Source: an optimization exercise on an open RTL-to-GDS flow (aim: a short achievable clock period and few clock cycles). Production flows keep margins and buffers that such runs may drop.
Only simulation tests tie the RTL to the original design; equivalence was not proved.

## flow/design.v (module list and top-level ports; edited modules follow where they fit)
// module TourLogic: 2271 lines
module TourLogic(clk,rst_n,x_start,y_start,go,done,indx,move);
  // ...
==> flow/run.sh <==
#!/bin/bash
# synth_recipe.tcl (not shown) runs the flow's synth.tcl, then flattens the netlist and writes it again
# the make line also repeats each setting of config.mk as NAME=value (left out here)
make -C /OpenROAD-flow-scripts/flow DESIGN_CONFIG=/design/flow/config.mk WORK_HOME=/design/flow/orfs CLKGATE_MAP_FILE= SYNTH_SCRIPT=/design/flow/synth_recipe.tcl finish
==> flow/config.mk <==
export PLATFORM = sky130hd
export DESIGN_NAME = TourLogic
export DESIGN_NICKNAME = TourLogic
export VERILOG_FILES = /design/flow/design.v
export SDC_FILE = /design/flow/constraint.sdc
export NUM_CORES = 4
export LEC_CHECK = 0
export ABC_CLOCK_PERIOD_IN_PS = 4000
export CAP_MARGIN = 20
export CORE_MARGIN = 2
export CORE_UTILIZATION = 25
export PLACE_DENSITY = 0.45
export SETUP_SLACK_MARGIN = 5
export SLEW_MARGIN = 20
==> flow/constraint.sdc <==
create_clock -name core_clock -period 10.0 [get_ports {clk}]
set_input_delay 2.0000 -clock core_clock [delete_from_list [all_inputs] [get_ports {clk}]]
set_output_delay 2.0000 -clock core_clock [all_outputs]
set_load 0.01 [all_outputs]
==> impl_metrics.json, run 1 <==
{
  "grt_start_max_net_pins": 71,
  "slew-limit-headroom_pct": 10.3,
  "reg.largest.list": "stk (192), acstk (72)",
  "synth_flop_cell": "edfxtp_1",
  "synth_top_family_by_area": "compound AO/OA/AOI/OAI gates",
  "nonClockInverterCount": 122,
  "wl_per_cell_um": 40.3,
  "grt_pass1_wl_um": 371000,
  "met1_usage_pct": 40.5,
  "outcome": "complete, no violations",
  "max_stage_delay_ns": 0.74,
  "largestClassByArea": "multi-input gates",
  "cts_tree": "done",
  "antenna_found_initial": 18,
  "yosysTopAreaCell": "edfxtp_1",
  "final-setup-viol-count": 0,
  "fin_area_sq_um": 57200,
  "met3_usage_pct": 12.7,
  "cp_slowest_cell": "a2111oi_4",
  "synth_enable_flop_cells": 438,
  "whs_path_depth": 2,
  "final-seq-area_sq_um": 13400,
  "ys_seq_area_share_pct": 34.0,
  "synth_compound_area_share_pct": 29.5,
  "n_antenna_cell": 11,
  "synthCells": 4421,
  "hold_class": "reg -> reg",
  "synthMuxAreaShare_pct": 9.22,
  "cp-end-kind": "register",
  "crit_path_end": "nc7[5]$_DFFE_PP_",
  "fin_ws_ns": 3.85,
  "critPathMaxFanout": 70,
  "fin_tns_setup_ns": 0,
  "cp.depth": 20,
  "largest_reg_flops": 192,
  "viasPerCell": 6.89,
  "ctsResizeCount": 1105,
  "top_register": "stk"
}
Testbench counts, summed over its fixed seeds: cycles 3,615.
==> run 2: changes to the inputs <==
--- a/flow/config.mk
+++ b/flow/config.mk
@@ -9,6 +9,6 @@
 export CAP_MARGIN = 20
 export CORE_MARGIN = 2
-export CORE_UTILIZATION = 25
-export PLACE_DENSITY = 0.45
+export CORE_UTILIZATION = 22
+export PLACE_DENSITY = 0.4
 export SETUP_SLACK_MARGIN = 5
 export SLEW_MARGIN = 20
==> impl_metrics.json, run 2 <==
{
  "clock_path_buffers": 3,
  "fmax_mhz": 165,
  "mostFrequentLayoutCells": "buf_4, edfxtp_1, nand2_1",
  "viasPerCell": 6.52,
  "synth_enable_flop_cells": 438,
  "cts_buffers": 43,
  "crit_type": "reg -> reg",
  "ys_ff_latch": 452,
  "fp.dieW_um": 428,
  "fin_skew_ns": 0.0487,
  "io_pins": 23,
  "portBuffers": 22,
  "cap_viol_max_count": 0,
  "critPathMaxFanout": 6,
  "grt_start_max_net_pins": 113,
  "hold_class": "reg -> reg",
  "fillers": 18100,
  "dieArea_sq_um": 183000,
  "clock_tree.root_cell": "clkbuf_16",
  "via_count": 47900,
  "top_register": "stk",
  "clk_latency_ns": 0.65,
  "yosysTopAreaCell": "edfxtp_1",
  "slew_violations": 0,
  "slew-limit-headroom_pct": 10.8,
  "finalCritPeriodShare_pct": 60.6,
  "syn_nets": 4532,
  "yosys_warnings": 1,
  "dpl.hpwl_um": 195000,
  "largest_reg_flops": 192,
  "grt_pass1_wl_um": 388000,
  "setup.worst_path.start_class": "register",
  "netlist_top_cells_area": "edfxtp_1, mux4_2, a21oi_1",
  "wl_per_cell_um": 40.1,
  "final-seq-area_sq_um": 13400,
  "die_h_um": 428,
  "rsz0062_at_grt": "yes",
  "synthCells": 4421,
  "wl_um": 294000,
  "area_growth_pct": 48.5,
  "start_util_pct": 22.1,
  "gp_congestion": 1.10,
  "synth.top_cell.area_share_pct": 33.3,
  "worstPathRequired_ns": 10.37,
  "ys_seq_area_share_pct": 34.0,
  "post_synth.cell_area_avg_sq_um": 8.94,
  "synth_area_sq_um": 39500,
  "htree_num_levels": 2,
  "yosys-top-cells-count": "nand2_1, edfxtp_1, a21oi_1",
  "clkSinkCount": 452,
  "cts_tree": "done",
  "path_clk_slew_ns": 0.07,
  "drc": 0,
  "outcome": "complete, no violations",
  "post-synth-top-count-cell": "nand2_1",
  "cp-end-kind": "register",
  "dr.pass1.iters": 13,
  "grt_pass1_vias": 43900,
  "multi_input_area_sq_um": 29400,
  "nets": 5049,
  "period_needed_ns": 6.06,
  "hold_viol": 0,
  "fin_tns_setup_ns": 0,
  "drt-initial-drc-count": 7948,
  "layout-drive-gt1-share_pct": 39.9,
  "critPathArrivalTime_ns": 6.43,
  "place_inst": 6602,
  "finalNonFillerCells": 7339,
  "final_common_cell": "buf_4",
  "synth_flop_cell": "edfxtp_1",
  "worst_slew_pin_slew_ns": 1.34,
  "core_area_sq_um": 178000,
  "grt_overflow": 0,
  "synthArstFlopShare_pct": 0.221,
  "grtUsageTotal_pct": 30.2,
  "antenna_found_initial": 20,
  "reg.largest.list": "stk (192), acstk (72)",
  "synth_cell_types": 117,
  "final-setup-viol-count": 0,
  "route.antenna.remaining_nets": 0,
  "rows": 155,
  "hold_buffers": 0
}
## run 2: cell counts after synthesis
Identical to the previous run, type by type.
## run 2: per-layer routing
layer  track usage (%)  up-vias  share of wire [%]  routed length [um]
met5                 0        -              0.085                 250
met3              11.4     1125                 14               40000
met1              38.2    24000                 38              111000
met4              19.6       14                8.5               24900
li1                  -    18700                  -                   -
met2              42.7     3930                 40              118000
## run 2: what timing repair did
item / CTS / global route
gates resized for setup: 1129 / 427
pin swaps: 321 / 224
setup buffers: 456 / 107
cloned: 67 / 15
endpoints found under the setup margin: 772 / 747
## run 2: path summary, 6_finish.rpt
kind	start	endpoint	slack (ns)	cells past startpoint
max in group asynchronous	rst_n	busy$_DFF_PN0_	8.41	1
hold / removal	nc8[3]$_DFFE_PP_	nc8[4]$_DFFE_PP_	0.57	1
hold reg to reg	nc8[3]$_DFFE_PP_	nc8[4]$_DFFE_PP_	0.57	1
min in group asynchronous	rst_n	busy$_DFF_PN0_	1.49	1
setup reg to reg	nc1[2]$_DFFE_PP_	nc2[1]$_SDFFCE_PP0P_	3.94	17
setup / recovery	nc1[2]$_DFFE_PP_	nc2[1]$_SDFFCE_PP0P_	3.94	17
## run 2: worst max-delay path: stages (launching register included)
cell and delay, ns:
edfxtp_1 0.51, buf_4 0.22, o21bai_1 1.02, nor3_1 0.16, or4_4 0.61, a2111oi_4 0.38
a311oi_4 0.15, buf_12 0.19, buf_4 0.15, and2_1 0.18, o41ai_4 0.45, buf_4 0.21
nand4_4 0.22, a2111o_1 0.50, nand3_4 0.18, nor3_1 0.12, a221oi_4 0.32, buf_12 0.17
## run 2: cell type report
type / count / area share [%]
multi-input cells: 3421 / 50.2
flip-flops and latches: 452 / 22.9
repair buffers: 899 / 18.2
well taps: 2355 / 5.02
clock buffers: 48 / 1.87
inverters: 120 / 1.02
clock inverters: 29 / 0.665
diodes: 14 / 0.0597
repair inverters: 1 / 0.0128
## run 2: through the flow
step | setup slack (ns) | area [sq um] | util, % | hold slack (ns)
5_1_grt | 4.08 | 58600 | 32.9 | 0.590
2_1_floorplan | 4.72 | 40600 | - | 0.431
3_5_place_dp | 1.83 | 43600 | 24.4 | 0.545
4_1_cts | 4.22 | 55500 | 31.1 | 0.564
3_3_place_gp | 1.21 | 43500 | 24.4 | 0.536
6_report | 3.94 | 58700 | 32.9 | 0.569
## run 2: logic make-up (layout without fill, tap and decap cells)
group	count (synthesis)	count (layout)	synth area share (%)
AOI/OAI and AO/OA	1657	1659	29.5
and+or+nand+nor	1432	1435	17.7
buffers and inverters	553	1097	5.75
DFF	452	452	34.0
muxes	197	197	9.22
adders and majority gates	112	112	3.46
xor gates and xnor gates	18	18	0.399
other	0	14	0

==> re-timing with driven ports <==
The flow's constraints put no driver on any port. The routed layouts listed below were extracted and timed again, unchanged, in two steps.
Step 1, drivers: a clkbuf_16 drives clk and a buf_2 each remaining input, both assumed.
Step 2 moves the port delays by t, midway between the first and last clock arrival at a register: inputs arrive t later, outputs are due t later. That takes back most of the time a late clock gives input paths.
Slacks: no drivers / after step 1 / after step 2; pairs: no drivers / after step 1.
run | shift t [ns] | slack for setup (ns) | pins driven straight from the clock port
run 1 | 0.669 | 3.848 / 3.848 / 3.848 | 1
run 2 | 0.685 | 3.941 / 3.941 / 3.905 | 1
After both steps every run listed still meets setup and hold. The setup slack of run 2, which loses most, moves by 0.000 ns with the drivers and by -0.036 ns with both steps.
